This is an optimization exercise on Yosys and OpenROAD, whose aim is small area, not a production implementation. RTL that was checked went through simulation tests only; none was proved equivalent to the original. No driver is modelled on the clock port, so clock power and skew are understated where the tree is cut down; a real chip needs a root buffer or a tree. Power is estimated from default activity; no workload was simulated.

## midside_axis_wrapper
module midside_axis_wrapper #
(
    parameter integer C_S_AXI_DATA_WIDTH = 32,
    parameter integer C_S_AXI_ADDR_WIDTH = 4,
    parameter integer C_AXIS_DATA_WIDTH  = 32
)
(
    input  wire aclk,
    input  wire aresetn,
    input  wire [C_S_AXI_ADDR_WIDTH-1:0]  s_axi_awaddr,
    input  wire [2:0]                     s_axi_awprot,
    input  wire                           s_axi_awvalid,
    output wire                           s_axi_awready,
    input  wire [C_S_AXI_DATA_WIDTH-1:0]  s_axi_wdata,
    input  wire [(C_S_AXI_DATA_WIDTH/8)-1:0] s_axi_wstrb,
    input  wire                           s_axi_wvalid,
    output wire                           s_axi_wready,
    output wire [1:0]                     s_axi_bresp,
    output wire                           s_axi_bvalid,
    input  wire                           s_axi_bready,
    input  wire [C_S_AXI_ADDR_WIDTH-1:0]  s_axi_araddr,
    input  wire [2:0]                     s_axi_arprot,
    input  wire                           s_axi_arvalid,
    output wire                           s_axi_arready,
    output wire [C_S_AXI_DATA_WIDTH-1:0]  s_axi_rdata,
    output wire [1:0]                     s_axi_rresp,
    output wire                           s_axi_rvalid,
    input  wire                           s_axi_rready,
    input  wire [C_AXIS_DATA_WIDTH-1:0] s_axis_tdata,
    input  wire                         s_axis_tvalid,
    output wire                         s_axis_tready,
    input  wire                         s_axis_tlast,
    output wire [C_AXIS_DATA_WIDTH-1:0] m_axis_tdata,
    output wire                         m_axis_tvalid,
    input  wire                         m_axis_tready,
    output wire                         m_axis_tlast
);
==> module ms_carry, before the edit <==
module ms_carry #(parameter integer K = 9) (
    input  wire [15:0] L,
    input  wire [15:0] R,
    output wire        c_sum,    
    output wire        c_dec,    
    output wire        c_diff    
);
    wire [K:0] cs, cd;
    assign cs[0] = 1'b0;
    assign cd[0] = 1'b1;
    genvar i;
    generate
        for (i = 0; i < K; i = i + 1) begin : g_c
            assign cs[i+1] = (L[i] & R[i])  | (cs[i] & (L[i] | R[i]));
            assign cd[i+1] = (L[i] & ~R[i]) | (cd[i] & (L[i] | ~R[i]));
        end
    endgenerate
    assign c_sum  = cs[K];
    assign c_dec  = (L[0] ^ R[0]) & (|L[K-1:0]);
    assign c_diff = cd[K];
endmodule
==> module mid_side_core, before the edit <==
module mid_side_core #(parameter integer K = 9) (
    input  wire        clk,
    input  wire        ce,
    input  wire        enable,
    input  wire [15:0] L,
    input  wire [15:0] R,
    output reg  [15:0] L_q,
    output reg  [15:0] R_q,
    output reg         enc_q,
    output reg         cl0_q,    
    output reg         cl1_q,    
    output reg         cd_q
);
    wire c_sum, c_dec, c_diff;
    ms_carry #(.K(K)) u_carry (.L(L), .R(R), .c_sum(c_sum), .c_dec(c_dec), .c_diff(c_diff));
    always @(posedge clk) begin
        if (ce) begin
            L_q   <= L;
            R_q   <= R;
            enc_q <= enable;
            cl0_q <= enable & c_sum;
            cl1_q <= enable ? c_dec : c_sum;
            cd_q  <= c_diff;
        end
    end
endmodule
Settings: LEC_CHECK=0, CAP_MARGIN=20, CORE_MARGIN=2, CORE_UTILIZATION=60, SLEW_MARGIN=20, SYNTH_HIERARCHICAL=1; clock period 5.0 ns.
standard.sh (not shown) runs the stock make flow with config.mk's settings and CLKGATE_MAP_FILE= SYNTH_SCRIPT=/design/flow/synth_recipe.tcl, a recipe that flattens the netlist after the stock synthesis.
==> flow/flow/run.sh <==
#!/bin/bash
set -euo pipefail
here=$(pwd)
bash standard.sh \
  "BUFFER_PORTS_ARGS=-buffer_cell sky130_fd_sc_hd__buf_1" \
  "PRE_CTS_TCL=$here/flow/pre_cts.tcl" \
  finish > flow_make.log 2>&1
Other scripts of this flow, unchanged in this note and not shown: flow/flow/manual_cts.tcl, flow/flow/pre_cts.tcl
The first run finished with timing, DRC and antenna clean.
Then changed:
--- a/flow/design.v
+++ b/flow/design.v
@@ -1,26 +1,29 @@
 `timescale 1ns / 1ps
 module ms_carry #(parameter integer K = 9) (
     input  wire [15:0] L,
     input  wire [15:0] R,
-    output wire        c_sum,    
-    output wire        c_dec,    
+    input  wire        enc,      
+    output wire        cl0,      
+    output wire        cl1,      
     output wire        c_diff    
 );
     wire [K:0] cs, cd;
     assign cs[0] = 1'b0;
     assign cd[0] = 1'b1;
     genvar i;
     generate
         for (i = 0; i < K; i = i + 1) begin : g_c
             assign cs[i+1] = (L[i] & R[i])  | (cs[i] & (L[i] | R[i]));
             assign cd[i+1] = (L[i] & ~R[i]) | (cd[i] & (L[i] | ~R[i]));
         end
     endgenerate
-    assign c_sum  = cs[K];
-    assign c_dec  = (L[0] ^ R[0]) & (|L[K-1:0]);
+    wire   c_sum  = cs[K];
+    wire   c_dec  = (L[0] ^ R[0]) & (|L[K-1:0]);
+    assign cl0    = enc & c_sum;
+    assign cl1    = enc ? c_dec : c_sum;
     assign c_diff = cd[K];
 endmodule
 module mid_side_core #(parameter integer K = 9) (
     input  wire        clk,
     input  wire        ce,
     input  wire        enable,
@@ -30,21 +33,21 @@
     output reg  [15:0] R_q,
     output reg         enc_q,
     output reg         cl0_q,    
     output reg         cl1_q,    
     output reg         cd_q
 );
-    wire c_sum, c_dec, c_diff;
-    ms_carry #(.K(K)) u_carry (.L(L), .R(R), .c_sum(c_sum), .c_dec(c_dec), .c_diff(c_diff));
+    wire cl0, cl1, c_diff;
+    ms_carry #(.K(K)) u_carry (.L(L), .R(R), .enc(enable), .cl0(cl0), .cl1(cl1), .c_diff(c_diff));
     always @(posedge clk) begin
         if (ce) begin
             L_q   <= L;
             R_q   <= R;
             enc_q <= enable;
-            cl0_q <= enable & c_sum;
-            cl1_q <= enable ? c_dec : c_sum;
+            cl0_q <= cl0;
+            cl1_q <= cl1;
             cd_q  <= c_diff;
         end
     end
 endmodule
 `timescale 1ns / 1ps
 module ms_fa (
First-iteration DRC count barely changes.
Routed wire length goes up by 3.2%.
Register-to-register slack barely changes.
Via count goes up by 2.5%.
Final area barely changes.
Cell count goes up by 0.37%.
Global-route usage goes up by 1.2 points.
Die area stays flat.
Sequential power is about the same.
Only the layout flow was run in the second run of this note; the RTL was not checked for function there. In every run of this note, the design's own scripts or RTL, not TritonCTS, make the clock network.


## job 101
Another version of the RTL of midside_axis_wrapper (not shown whole).
For scale: roughly 500 cells after synthesis, ~170 flip-flops, ~170 I/O pins, about 7000 µm² of cells after synthesis.
==> module mid_side_inverse, before the edit <==
module mid_side_inverse #(parameter integer K = 9) (
    input  wire        clk,
    input  wire        ce,
    input  wire        enc,
    input  wire        dec,
    input  wire [15:0] L,
    input  wire [15:0] R,
    input  wire        cl0_k,
    input  wire        cl1_k,
    input  wire        cd_k,
    output reg  [15:0] L_out,
    output reg  [15:0] R_out
);
    wire        p      = L[0] ^ R[0];
    wire        pe     = p & enc & dec;
    wire        use_r  = ~(enc & dec) & (enc | dec);
    wire [15:0] addend;
    wire [15:0] nR     = ~R;
    wire [15:0] cs, cd;
    wire [15:0] sum, diff;
    wire        cs16, cd16;
    assign sum[0]  = L[0] ^ addend[0];
    assign cs[1]   = L[0] & addend[0];
    assign diff[0] = L[0] ^ R[0];
    assign cd[1]   = L[0] | nR[0];
    assign cs[K]   = dec ? cl1_k : cl0_k;
    assign cd[K]   = cd_k;
    genvar i;
    generate
        for (i = 0; i < 16; i = i + 1) begin : g_opd
            ms_addend u_a (.use_r(use_r), .r(R[i]), .ones(pe), .a(addend[i]));
        end
        for (i = 1; i < 16; i = i + 1) begin : g_add
            wire cso, cdo;
            ms_fa u_fs (.a(L[i]), .b(addend[i]), .ci(cs[i]), .s(sum[i]),  .co(cso));
            ms_fa u_fd (.a(L[i]), .b(nR[i]),     .ci(cd[i]), .s(diff[i]), .co(cdo));
            if (i + 1 < 16 && i + 1 != K) begin : g_c
                assign cs[i+1] = cso;
                assign cd[i+1] = cdo;
            end
        end
    endgenerate
    wire sum16  = (L[15] & addend[15]) | ((L[15] | addend[15]) & sum[15]);
    wire diff16 = (L[15] & nR[15])     | ((L[15] | nR[15])     & diff[15]);
    wire ovl = (L[15] ~^ addend[15]) & (cs[15] ^ L[15]);
    wire ovr = (L[15] ~^ nR[15])     & (cd[15] ^ L[15]);
    wire hold  = ~ce;
    wire l_shf = ce & ~dec & enc;
    wire l_sum = ce & ~(~dec & enc) & ~ovl;
    wire l_sat = ce & dec & ovl;
    wire r_pas = ce & (dec == enc);
    wire r_shf = ce & ~dec & enc;
    wire r_dif = ce & dec & ~enc & ~ovr;
    wire r_sat = ce & dec & ~enc & ovr;
    wire [16:0] sum_x  = {sum16, sum};
    wire [16:0] diff_x = {diff16, diff};
    wire [15:0] l_d, r_d;
    generate
        for (i = 0; i < 16; i = i + 1) begin : g_out
            ms_lsel u_l (.hold(hold), .q(L_out[i]), .shf(l_shf), .s_hi(sum_x[i+1]),
                         .sum(l_sum), .s_lo(sum[i]),
                         .satc(l_sat & (i == 15 ? L[15] : ~L[15])), .d(l_d[i]));
            ms_rsel u_r (.hold(hold), .q(R_out[i]), .pas(r_pas), .r(R[i]),
                         .shf(r_shf), .d_hi(diff_x[i+1]), .dif(r_dif), .d_lo(diff[i]),
                         .satc(r_sat & (i == 15 ? L[15] : ~L[15])), .d(r_d[i]));
        end
    endgenerate
    always @(posedge clk) begin
        L_out <= l_d;
        R_out <= r_d;
    end
endmodule
Settings: LEC_CHECK=0, CAP_MARGIN=20, CORE_MARGIN=2, CORE_UTILIZATION=60, SLEW_MARGIN=20, SYNTH_HIERARCHICAL=1; clock period 5.0 ns.
Scripts as last shown in full above: flow/flow/run.sh
Other scripts of this flow, unchanged in this note and not shown: flow/flow/manual_cts.tcl, flow/flow/pre_cts.tcl
#### Input delta (job 102 over job 101)
==> flow/design.v, changed modules only <==
module ms_mode (
    input  wire ce, input wire enc, input wire dec,
    input  wire L0, input wire R0,
    output wire hold, output wire use_r, output wire ones
);
    assign hold  = ~ce;
    assign use_r = enc ^ dec;
    assign ones  = enc & dec & (L0 ^ R0);
endmodule
module ms_outsel (
    input  wire ce, input wire enc, input wire dec,
    input  wire L15, input wire a15, input wire nr15,
    input  wire cs15, input wire cd15,
    output wire l_shf, output wire l_sum, output wire l_sat_lo, output wire l_sat_hi,
    output wire r_pas, output wire r_shf, output wire r_dif,
    output wire r_sat_lo, output wire r_sat_hi
);
    wire ovl = (L15 ~^ a15)  & (cs15 ^ L15);
    wire ovr = (L15 ~^ nr15) & (cd15 ^ L15);
    wire l_sat = ce & dec & ovl;
    wire r_sat = ce & dec & ~enc & ovr;
    assign l_shf    = ce & ~dec & enc;
    assign l_sum    = ce & ~(~dec & enc) & ~ovl;
    assign l_sat_lo = l_sat & ~L15;
    assign l_sat_hi = l_sat & L15;
    assign r_pas    = ce & (dec == enc);
    assign r_shf    = ce & ~dec & enc;
    assign r_dif    = ce & dec & ~enc & ~ovr;
    assign r_sat_lo = r_sat & ~L15;
    assign r_sat_hi = r_sat & L15;
endmodule
module mid_side_inverse #(parameter integer K = 9) (
    input  wire        clk,
    input  wire        ce,
    input  wire        enc,
    input  wire        dec,
    input  wire [15:0] L,
    input  wire [15:0] R,
    input  wire        cl0_k,
    input  wire        cl1_k,
    input  wire        cd_k,
    output reg  [15:0] L_out,
    output reg  [15:0] R_out
);
    wire        hold, use_r, pe;
    ms_mode u_mode (.ce(ce), .enc(enc), .dec(dec), .L0(L[0]), .R0(R[0]),
                    .hold(hold), .use_r(use_r), .ones(pe));
    wire [15:0] addend;
    wire [15:0] nR     = ~R;
    wire [15:0] cs, cd;
    wire [15:0] sum, diff;
    wire        cs16, cd16;
    assign sum[0]  = L[0] ^ addend[0];
    assign cs[1]   = L[0] & addend[0];
    assign diff[0] = L[0] ^ R[0];
    assign cd[1]   = L[0] | nR[0];
    assign cs[K]   = dec ? cl1_k : cl0_k;
    assign cd[K]   = cd_k;
    genvar i;
    generate
        for (i = 0; i < 16; i = i + 1) begin : g_opd
            ms_addend u_a (.use_r(use_r), .r(R[i]), .ones(pe), .a(addend[i]));
        end
        for (i = 1; i < 16; i = i + 1) begin : g_add
            wire cso, cdo;
            ms_fa u_fs (.a(L[i]), .b(addend[i]), .ci(cs[i]), .s(sum[i]),  .co(cso));
            ms_fa u_fd (.a(L[i]), .b(nR[i]),     .ci(cd[i]), .s(diff[i]), .co(cdo));
            if (i + 1 < 16 && i + 1 != K) begin : g_c
                assign cs[i+1] = cso;
                assign cd[i+1] = cdo;
            end
        end
    endgenerate
    wire sum16  = (L[15] & addend[15]) | ((L[15] | addend[15]) & sum[15]);
    wire diff16 = (L[15] & nR[15])     | ((L[15] | nR[15])     & diff[15]);
    wire l_shf, l_sum, l_sat_lo, l_sat_hi, r_pas, r_shf, r_dif, r_sat_lo, r_sat_hi;
    ms_outsel u_sel (.ce(ce), .enc(enc), .dec(dec), .L15(L[15]), .a15(addend[15]),
                     .nr15(nR[15]), .cs15(cs[15]), .cd15(cd[15]),
                     .l_shf(l_shf), .l_sum(l_sum), .l_sat_lo(l_sat_lo), .l_sat_hi(l_sat_hi),
                     .r_pas(r_pas), .r_shf(r_shf), .r_dif(r_dif),
                     .r_sat_lo(r_sat_lo), .r_sat_hi(r_sat_hi));
    wire [16:0] sum_x  = {sum16, sum};
    wire [16:0] diff_x = {diff16, diff};
    wire [15:0] l_d, r_d;
    generate
        for (i = 0; i < 16; i = i + 1) begin : g_out
            ms_lsel u_l (.hold(hold), .q(L_out[i]), .shf(l_shf), .s_hi(sum_x[i+1]),
                         .sum(l_sum), .s_lo(sum[i]),
                         .satc(i == 15 ? l_sat_hi : l_sat_lo), .d(l_d[i]));
            ms_rsel u_r (.hold(hold), .q(R_out[i]), .pas(r_pas), .r(R[i]),
                         .shf(r_shf), .d_hi(diff_x[i+1]), .dif(r_dif), .d_lo(diff[i]),
                         .satc(i == 15 ? r_sat_hi : r_sat_lo), .d(r_d[i]));
        end
    endgenerate
    always @(posedge clk) begin
        L_out <= l_d;
        R_out <= r_d;
    end
endmodule
Results
Taking job 101 as the reference, in job 102 design area lower; area growth from synthesis to layout dropped 0.79 points; count of unique library cells instantiated by Yosys went up.
Diff job 102 and job 101: highest achievable clock rate higher in job 102
Between job 102 and job 101, the final total power is lower for job 102.
On post-synthesis instance total: job 102 sits below job 101.
Summary of job 102 over job 101: wire length of the first global-routing pass about even; wire length fell 2.8%.
In every run of this note, the design's own scripts or RTL, not TritonCTS, make the clock network.

## afterwards: timing with drivers on the ports
No port has a modelled driver above. Below, the same layouts with a new extraction and two added sets of constraints. Step 1 (the two cells are an assumption about what drives the block):
set clk [get_ports {aclk}]
set_driving_cell -lib_cell sky130_fd_sc_hd__clkbuf_16 $clk
set_driving_cell -lib_cell sky130_fd_sc_hd__buf_2 [delete_from_list [all_inputs] $clk]
Step 2 times the ports against the registers' clock, not the clock port: input delays grow and output delays shrink by t, the midpoint of the rising clock arrivals with the driver on. Three values: no drivers, after step 1, after step 2; two values: the first two.
run | shift t [ns] | setup slack, ns | worst setup path after step 2 | latest minus earliest clock arrival (ns) | slew at the worst register clock pin (ns)
the first run of note 1 | 0.454 | 0.182 / 0.182 / 0.182 | register to register | 0.029 / 0.029 | 0.10 / 0.10
the second run of note 1 | 0.457 | 0.186 / 0.186 / 0.186 | register to register | 0.034 / 0.034 | 0.11 / 0.11
job 101 | 0.488 | 0.167 / 0.167 / 0.167 | register to register | 0.039 / 0.038 | 0.11 / 0.11
job 102 | 0.473 | 0.190 / 0.190 / 0.190 | register to register | 0.024 / 0.024 | 0.09 / 0.09
After both steps every run listed still meets setup and hold.
